Source: an optimization exercise on an open RTL-to-GDS flow (aim: small area). Production flows keep margins and buffers that such runs may drop. Only simulation tests tie the RTL to the original design; equivalence was not proved. Power figures rest on the tool's default switching activity, not on a simulated workload.

==> job 5830 <==
// pipelined_complex_mult
module pipelined_complex_mult (
    input clk,                    
    input rst,                    
    input signed [7:0] a,         
    input signed [7:0] b,         
    input signed [7:0] c,         
    input signed [7:0] d,         
    output reg signed [16:0] real_out,  
    output reg signed [16:0] imag_out   
);
reg [7:0] a1, b1, c1, d1, a2, b2, c2, d2;
reg [3:0] c3_onen, c3_twon, c3_neg, d3_onen, d3_twon, d3_neg;
reg [7:0] a3n, b3n;    
reg v1, v2;
always @(posedge clk, posedge rst)
begin
    if (rst) begin
        v1 <= 1'b0;
        v2 <= 1'b0;
        a3n <= 8'hff;
        b3n <= 8'hff;
    end else begin
        v1 <= 1'b1;
        v2 <= v1;
        a3n <= ~(a2 & {8{v2}});
        b3n <= ~(b2 & {8{v2}});
    end
end
always @(posedge clk)
begin
    a1 <= a; b1 <= b; c1 <= c; d1 <= d;
    a2 <= a1; b2 <= b1; c2 <= c1; d2 <= d1;
    c3_onen[0] <= ~(c2[0] ^ 1'b0);
    c3_twon[0] <= ~((c2[1] ^ c2[0]) & ~(c2[0] ^ 1'b0));
    c3_neg[0] <= c2[1] & v2;
    c3_onen[1] <= ~(c2[2] ^ c2[1]);
    c3_twon[1] <= ~((c2[3] ^ c2[2]) & ~(c2[2] ^ c2[1]));
    c3_neg[1] <= c2[3] & v2;
    c3_onen[2] <= ~(c2[4] ^ c2[3]);
    c3_twon[2] <= ~((c2[5] ^ c2[4]) & ~(c2[4] ^ c2[3]));
    c3_neg[2] <= c2[5] & v2;
    c3_onen[3] <= ~(c2[6] ^ c2[5]);
    c3_twon[3] <= ~((c2[7] ^ c2[6]) & ~(c2[6] ^ c2[5]));
    c3_neg[3] <= c2[7] & v2;
    d3_onen[0] <= ~(d2[0] ^ 1'b0);
    d3_twon[0] <= ~((d2[1] ^ d2[0]) & ~(d2[0] ^ 1'b0));
    d3_neg[0] <= d2[1] & v2;
    d3_onen[1] <= ~(d2[2] ^ d2[1]);
    d3_twon[1] <= ~((d2[3] ^ d2[2]) & ~(d2[2] ^ d2[1]));
    d3_neg[1] <= d2[3] & v2;
    d3_onen[2] <= ~(d2[4] ^ d2[3]);
    d3_twon[2] <= ~((d2[5] ^ d2[4]) & ~(d2[4] ^ d2[3]));
    d3_neg[2] <= d2[5] & v2;
    d3_onen[3] <= ~(d2[6] ^ d2[5]);
    d3_twon[3] <= ~((d2[7] ^ d2[6]) & ~(d2[6] ^ d2[5]));
    d3_neg[3] <= d2[7] & v2;
end
wire re_p1 = (a3n[0] | c3_onen[0]);
wire re_p2 = ~(c3_neg[0] & (a3n[0] | c3_onen[0]));
wire re_p3;
wire re_p3_t;
cm_oai22 u_re_p3_t (.a(a3n[1]), .b(c3_onen[0]), .c(a3n[0]), .d(c3_twon[0]), .y(re_p3_t));
cm_xnor u_re_p3 (.x(re_p3_t), .y(c3_neg[0]), .s(re_p3));
wire re_p4;
wire re_p4_t;
  ...
Settings: LEC_CHECK=0, CAP_MARGIN=20, CORE_MARGIN=2, CORE_UTILIZATION=40, CTS_BUF_LIST=sky130_fd_sc_hd__clkbuf_8, GPL_TIMING_DRIVEN=0, SLEW_MARGIN=20, SYNTH_HIERARCHICAL=1; clock period 5.0 ns.
standard.sh (not shown) runs the stock make flow with config.mk's settings and CLKGATE_MAP_FILE= SYNTH_SCRIPT=/design/flow/synth_recipe.tcl, a recipe that flattens the netlist after the stock synthesis.
==> flow/flow/run.sh <==
#!/bin/bash
# The standard layout (standard.sh), with these ORFS settings changed:
#  - BUFFER_PORTS_ARGS: buffer_ports puts the smallest buffer,
#    sky130_fd_sc_hd__buf_1, on every input and output port instead of the
#    cell it picks by default (every port still gets its buffer);
#  - CTS_ARGS: the standard clock tree synthesis arguments plus
#    -dont_use_dummy_load (no dummy clock loads for balancing);
#  - REMOVE_ABC_BUFFERS: the floorplan step removes the buffers that ABC put
#    into the synthesized netlist and leaves buffering to the resizer.
# Each tool's full output is in the logs standard.sh writes under orfs/logs;
# this script's own output goes to run.log.
set -e
cd "$(dirname "$0")/.."
export BUFFER_PORTS_ARGS="-buffer_cell sky130_fd_sc_hd__buf_1"
export CTS_ARGS="-sink_clustering_enable -repair_clock_nets -dont_use_dummy_load -buf_list sky130_fd_sc_hd__clkbuf_8 -sink_clustering_size 20 -sink_clustering_max_diameter 60 -sink_clustering_levels 1 -balance_levels -num_static_layers 1"
export REMOVE_ABC_BUFFERS=1
bash standard.sh > run.log 2>&1
==> inputs of job 8342, as changes to job 5830 <==
--- a/flow/design.v
+++ b/flow/design.v
@@ -29,36 +29,36 @@
 end
 always @(posedge clk)
 begin
     a1 <= a; b1 <= b; c1 <= c; d1 <= d;
     a2 <= a1; b2 <= b1; c2 <= c1; d2 <= d1;
     c3_onen[0] <= ~(c2[0] ^ 1'b0);
     c3_twon[0] <= ~((c2[1] ^ c2[0]) & ~(c2[0] ^ 1'b0));
-    c3_neg[0] <= c2[1] & v2;
+    c3_neg[0] <= c2[1];
     c3_onen[1] <= ~(c2[2] ^ c2[1]);
     c3_twon[1] <= ~((c2[3] ^ c2[2]) & ~(c2[2] ^ c2[1]));
-    c3_neg[1] <= c2[3] & v2;
+    c3_neg[1] <= c2[3];
     c3_onen[2] <= ~(c2[4] ^ c2[3]);
     c3_twon[2] <= ~((c2[5] ^ c2[4]) & ~(c2[4] ^ c2[3]));
-    c3_neg[2] <= c2[5] & v2;
+    c3_neg[2] <= c2[5];
     c3_onen[3] <= ~(c2[6] ^ c2[5]);
     c3_twon[3] <= ~((c2[7] ^ c2[6]) & ~(c2[6] ^ c2[5]));
-    c3_neg[3] <= c2[7] & v2;
+    c3_neg[3] <= c2[7];
     d3_onen[0] <= ~(d2[0] ^ 1'b0);
     d3_twon[0] <= ~((d2[1] ^ d2[0]) & ~(d2[0] ^ 1'b0));
-    d3_neg[0] <= d2[1] & v2;
+    d3_neg[0] <= d2[1];
     d3_onen[1] <= ~(d2[2] ^ d2[1]);
     d3_twon[1] <= ~((d2[3] ^ d2[2]) & ~(d2[2] ^ d2[1]));
-    d3_neg[1] <= d2[3] & v2;
+    d3_neg[1] <= d2[3];
     d3_onen[2] <= ~(d2[4] ^ d2[3]);
     d3_twon[2] <= ~((d2[5] ^ d2[4]) & ~(d2[4] ^ d2[3]));
-    d3_neg[2] <= d2[5] & v2;
+    d3_neg[2] <= d2[5];
     d3_onen[3] <= ~(d2[6] ^ d2[5]);
     d3_twon[3] <= ~((d2[7] ^ d2[6]) & ~(d2[6] ^ d2[5]));
-    d3_neg[3] <= d2[7] & v2;
+    d3_neg[3] <= d2[7];
 end
 wire re_p1 = (a3n[0] | c3_onen[0]);
 wire re_p2 = ~(c3_neg[0] & (a3n[0] | c3_onen[0]));
 wire re_p3;
 wire re_p3_t;
 cm_oai22 u_re_p3_t (.a(a3n[1]), .b(c3_onen[0]), .c(a3n[0]), .d(c3_twon[0]), .y(re_p3_t));
 cm_xnor u_re_p3 (.x(re_p3_t), .y(c3_neg[0]), .s(re_p3));
--- a/flow/flow/run.sh
+++ b/flow/flow/run.sh
@@ -8,10 +8,10 @@
 #  - REMOVE_ABC_BUFFERS: the floorplan step removes the buffers that ABC put
 #    into the synthesized netlist and leaves buffering to the resizer.
 # Each tool's full output is in the logs standard.sh writes under orfs/logs;
 # this script's own output goes to run.log.
 set -e
 cd "$(dirname "$0")/.."
 export BUFFER_PORTS_ARGS="-buffer_cell sky130_fd_sc_hd__buf_1"
-export CTS_ARGS="-sink_clustering_enable -repair_clock_nets -dont_use_dummy_load -buf_list sky130_fd_sc_hd__clkbuf_8 -sink_clustering_size 20 -sink_clustering_max_diameter 60 -sink_clustering_levels 1 -balance_levels -num_static_layers 1"
+export CTS_ARGS="-sink_clustering_enable -repair_clock_nets -dont_use_dummy_load -buf_list sky130_fd_sc_hd__clkbuf_8 -distance_between_buffers 200 -branching_point_buffers_distance 200"
 export REMOVE_ABC_BUFFERS=1
 bash standard.sh > run.log 2>&1
==> notes <==
Between job 8342 and job 5830, the lower sequential share of layout area is in job 5830 (gap 0.28 points).
Job 5830 completed without violations. Job 8342 finished clean.
Of job 8342 and job 5830, job 5830 has the higher hold slack (gap 0.016 ns).
Clock power is about the same in job 5830 and job 8342.
Between job 8342 and job 5830, the lower register-to-register slack is in job 5830 (gap 0.12 ns).
Final cell count: job 8342 is lower than job 5830 (about 0.8%).
==> figures <==
item                                                           job 8342        job 5830
Result of the run                                        finished clean  finished clean
Pleak                                                           3.66 nW         3.65 nW
Clock power frac                                                  10.5%           10.6%
Layout buffering overhead excluding clock cells                   2.84%           3.10%
Post-synthesis instance area                                   8720 µm²        8770 µm²
Crit Reg-Reg Startpoint                                          a3n[2]      d3_twon[0]
Post-Synth Adder-Cell Area                                        28.4%           28.2%
Placement-stage cell area                                      9320 µm²        9370 µm²
Worst hold-check slack                                         0.299 ns        0.315 ns
Initial standard-cell utilization of the core                     40.3%           40.4%
Total via count after detailed routing                             5779            5753
Share of the core filled with cells in the final layout           44.2%           44.4%

==> trial 53 <==
Another version of the RTL of pipelined_complex_mult (not shown whole).
Settings: LEC_CHECK=0, CAP_MARGIN=20, CORE_MARGIN=2, CORE_UTILIZATION=40, CTS_BUF_LIST=sky130_fd_sc_hd__clkbuf_8, GPL_TIMING_DRIVEN=0, SLEW_MARGIN=20, SYNTH_HIERARCHICAL=1; clock period 5.0 ns.
==> flow/flow/run.sh <==
#!/bin/bash
# The standard layout (standard.sh) with these changes:
#  - buffer_ports puts the smallest buffer, sky130_fd_sc_hd__buf_1, on every
#    input and output port instead of the cell it picks by default;
#  - clock tree synthesis arguments as set below (CTS_ARGS), if any.
# Each tool's full output is in the logs standard.sh writes under orfs/logs;
# this script's own output goes to run.log.
set -e
cd "$(dirname "$0")/.."
export BUFFER_PORTS_ARGS="-buffer_cell sky130_fd_sc_hd__buf_1"
export CTS_ARGS="-sink_clustering_enable -repair_clock_nets -dont_use_dummy_load -buf_list sky130_fd_sc_hd__clkbuf_8"
export REMOVE_ABC_BUFFERS=1
bash standard.sh > run.log 2>&1
==> inputs of trial 59, as changes to trial 53 <==
--- a/flow/config.mk
+++ b/flow/config.mk
@@ -8,7 +8,8 @@
 export CAP_MARGIN = 20
 export CORE_MARGIN = 2
-export CORE_UTILIZATION = 40
+export CORE_UTILIZATION = 65
 export CTS_BUF_LIST = sky130_fd_sc_hd__clkbuf_8
 export GPL_TIMING_DRIVEN = 0
+export PLACE_DENSITY = 0.75
 export SLEW_MARGIN = 20
 export SYNTH_HIERARCHICAL = 1
==> comparison table <==
Hold Crit Start: trial 53 b1[6]$_DFF_P_; trial 59 d1[4]$_DFF_P_
Clock power frac: trial 53 0.097; trial 59 0.094
M1 WL: trial 53 8898 um; trial 59 8462 um
Startpoint of the most critical setup path: trial 53 b3[4]$_DFF_PP0_; trial 59 a3[2]$_DFF_PP0_
Wire length of the first global-routing pass: trial 53 32,250 um; trial 59 31,700 um
Measured slew at the worst slew-check pin: trial 53 0.8828 ns; trial 59 0.8979 ns
Met1 track utilization from global routing: trial 53 0.2254; trial 59 0.3614
Static leakage power: trial 53 4.138 nW; trial 59 4.167 nW
Amount of wire on met2 after detailed routing: trial 53 9889 um; trial 59 10,210 um
Cell area after placement: trial 53 0.009857 mm2; trial 59 0.009743 mm2
Termination of the worst setup path: trial 53 real_out[14]$_DFF_PP0_; trial 59 real_out[15]$_DFF_PP0_
Number of vias after detailed routing: trial 53 5,780; trial 59 6,093
Result of the run: trial 53 no timing/DRC/antenna violations; trial 59 no timing/DRC/antenna violations
Final period util: trial 53 0.9614; trial 59 0.9651
Met2 Usage GRT: trial 53 0.2912; trial 59 0.4770
Switch share: trial 53 0.4038; trial 59 0.4130
Fraction of area in non-clock buffers: trial 53 0.03397; trial 59 0.03781
Comb. pwr: trial 53 4.65 mW; trial 59 4.61 mW
Site Rows: trial 53 55; trial 59 43
Internal Pwr Total: trial 53 4.123 mW; trial 59 4.026 mW
HPWL after detailed placement: trial 53 12,970 um; trial 59 13,260 um

==> inputs of run X <==
Another version of the RTL of pipelined_complex_mult (not shown whole).
Settings: LEC_CHECK=0, CAP_MARGIN=20, CORE_MARGIN=2, CORE_UTILIZATION=40, CTS_BUF_LIST=sky130_fd_sc_hd__clkbuf_8, GPL_TIMING_DRIVEN=0, SLEW_MARGIN=20, SYNTH_HIERARCHICAL=1; clock period 5.0 ns.
==> flow/flow/run.sh <==
#!/bin/bash
# The standard layout (standard.sh) with these changes:
#  - buffer_ports puts the smallest buffer, sky130_fd_sc_hd__buf_1, on every
#    input and output port instead of the cell it picks by default;
#  - clock tree synthesis arguments as set below (CTS_ARGS), if any.
# Each tool's full output is in the logs standard.sh writes under orfs/logs;
# this script's own output goes to run.log.
set -e
cd "$(dirname "$0")/.."
export BUFFER_PORTS_ARGS="-buffer_cell sky130_fd_sc_hd__buf_1"
export CTS_ARGS="-sink_clustering_enable -repair_clock_nets -dont_use_dummy_load -buf_list sky130_fd_sc_hd__clkbuf_8 -sink_clustering_size 24 -sink_clustering_max_diameter 120"
export REMOVE_ABC_BUFFERS=1
bash standard.sh > run.log 2>&1
==> inputs of run D, as changes to run X <==
--- a/flow/flow/run.sh
+++ b/flow/flow/run.sh
@@ -10,3 +10,3 @@
 export BUFFER_PORTS_ARGS="-buffer_cell sky130_fd_sc_hd__buf_1"
-export CTS_ARGS="-sink_clustering_enable -repair_clock_nets -dont_use_dummy_load -buf_list sky130_fd_sc_hd__clkbuf_8 -sink_clustering_size 24 -sink_clustering_max_diameter 120"
+export CTS_ARGS="-sink_clustering_enable -repair_clock_nets -dont_use_dummy_load -buf_list sky130_fd_sc_hd__clkbuf_8 -sink_clustering_size 16 -sink_clustering_max_diameter 120"
 export REMOVE_ABC_BUFFERS=1
==> comparison <==
- In core utilization, run X and run D do not differ.
- Register-to-register slack is about the same in run D and run X.
- Clock skew is the same in run D and run X.
- In routed wire length, run D and run X do not differ.
- Run X passed the timing, design-rule and antenna checks. Run D went through all stages and came out clean.
- In count of clock-buffer cells in the layout, run D and run X do not differ.

==> inputs of 09-11 <==
Starting RTL as in the previous note.
Settings: LEC_CHECK=0, CAP_MARGIN=20, CORE_MARGIN=2, CORE_UTILIZATION=40, CTS_BUF_LIST=sky130_fd_sc_hd__clkbuf_8, GPL_TIMING_DRIVEN=0, SLEW_MARGIN=20, SYNTH_HIERARCHICAL=1; clock period 5.0 ns.
==> flow/flow/run.sh <==
#!/bin/bash
# The standard layout (standard.sh), with these ORFS settings changed:
#  - BUFFER_PORTS_ARGS: buffer_ports puts the smallest buffer,
#    sky130_fd_sc_hd__buf_1, on every input and output port instead of the
#    cell it picks by default (every port still gets its buffer);
#  - CTS_ARGS: the standard clock tree synthesis arguments plus
#    -dont_use_dummy_load (no dummy clock loads for balancing);
#  - REMOVE_ABC_BUFFERS: the floorplan step removes the buffers that ABC put
#    into the synthesized netlist and leaves buffering to the resizer.
# Each tool's full output is in the logs standard.sh writes under orfs/logs;
# this script's own output goes to run.log.
set -e
cd "$(dirname "$0")/.."
export BUFFER_PORTS_ARGS="-buffer_cell sky130_fd_sc_hd__buf_1"
export CTS_ARGS="-sink_clustering_enable -repair_clock_nets -dont_use_dummy_load -buf_list sky130_fd_sc_hd__clkbuf_8"
export REMOVE_ABC_BUFFERS=1
bash standard.sh > run.log 2>&1
==> inputs of 11-08, as changes to 09-11 <==
==> flow/flow/run.sh (replaced) <==
#!/bin/bash
# The standard layout (standard.sh) with these changes:
#  - buffer_ports puts the smallest buffer, sky130_fd_sc_hd__buf_1, on every
#    input and output port instead of the cell it picks by default;
#  - clock tree synthesis arguments as set below (CTS_ARGS), if any.
# Each tool's full output is in the logs standard.sh writes under orfs/logs;
# this script's own output goes to run.log.
set -e
cd "$(dirname "$0")/.."
export BUFFER_PORTS_ARGS="-buffer_cell sky130_fd_sc_hd__buf_1"
export CTS_ARGS="-sink_clustering_enable -repair_clock_nets -dont_use_dummy_load -buf_list sky130_fd_sc_hd__clkbuf_8"
export REMOVE_ABC_BUFFERS=1
bash standard.sh > run.log 2>&1
==> run notes <==
H-tree levels: 09-11 4; 11-08 4
Worst hold path class: 09-11 register to register; 11-08 register to register
Inserted Clock Buffers: 09-11 17; 11-08 17
Number of fillers in the final layout: 09-11 2124; 11-08 2124
Post-route setup TNS: 09-11 0 ns; 11-08 0 ns
Status: 09-11 finished clean; 11-08 finished clean
Endpoint type of the worst setup path: 09-11 register; 11-08 register
Number of logic stages on the critical path including buffering: 09-11 12; 11-08 12
Switching power of the nets: 09-11 2740 µW; 11-08 2740 µW
Proportion of netlist area held by the largest area contributor: 09-11 23.4%; 11-08 23.4%
Global-route usage over all layers: 09-11 17.5%; 11-08 17.5%
Final non-filler cell total: 09-11 1115; 11-08 1115
Antenna violations before repair: 09-11 0; 11-08 0
Int Power: 09-11 3980 µW; 11-08 3980 µW
Worst hold path depth: 09-11 0; 11-08 0
Final worst-path cycle share: 09-11 96.5%; 11-08 96.5%
Area used by sequential logic in the layout: 09-11 3090 µm²; 11-08 3090 µm²
Clock latency reported for the late side of the worst-skew pair: 09-11 0.46 ns; 11-08 0.46 ns
Normalized max-slew margin: 09-11 42.8%; 11-08 42.8%
Crit path required time: 09-11 5.32 ns; 11-08 5.32 ns
Multi-input logic area: 09-11 6090 µm²; 11-08 6090 µm²

## separate check: timing with driven ports
How much do the figures lean on ideal ports? The routed layouts below were timed once more, with nothing changed but the port constraints. Step 1 (the two cells are an assumption about what drives the block):
set clk [get_ports {clk}]
set_driving_cell -lib_cell sky130_fd_sc_hd__clkbuf_16 $clk
set_driving_cell -lib_cell sky130_fd_sc_hd__buf_2 [delete_from_list [all_inputs] $clk]
Step 2 times the ports against the registers' clock, not the clock port: input delays grow and output delays shrink by t, the midpoint of the rising clock arrivals with the driver on. Three values: ideal ports, drivers, drivers and shift; two values: the first two.
| run | shift t [ns] | setup slack, ns | worst slew at a driven data input, ns |
|---|---|---|---|
| job 5830 | 0.467 | 0.185 / 0.185 / 0.185 | 0.03 |
| job 8342 | 0.490 | 0.304 / 0.304 / 0.304 | 0.03 |
| trial 53 | 0.476 | 0.193 / 0.193 / 0.193 | 0.03 |
| trial 59 | 0.472 | 0.174 / 0.174 / 0.174 | 0.03 |
| run X | 0.480 | 0.176 / 0.176 / 0.176 | 0.03 |
| run D | 0.480 | 0.176 / 0.176 / 0.176 | 0.03 |
| 09-11 | 0.480 | 0.176 / 0.176 / 0.176 | 0.03 |
| 11-08 | 0.480 | 0.176 / 0.176 / 0.176 | 0.03 |
After both steps setup and hold are still met in every run listed.
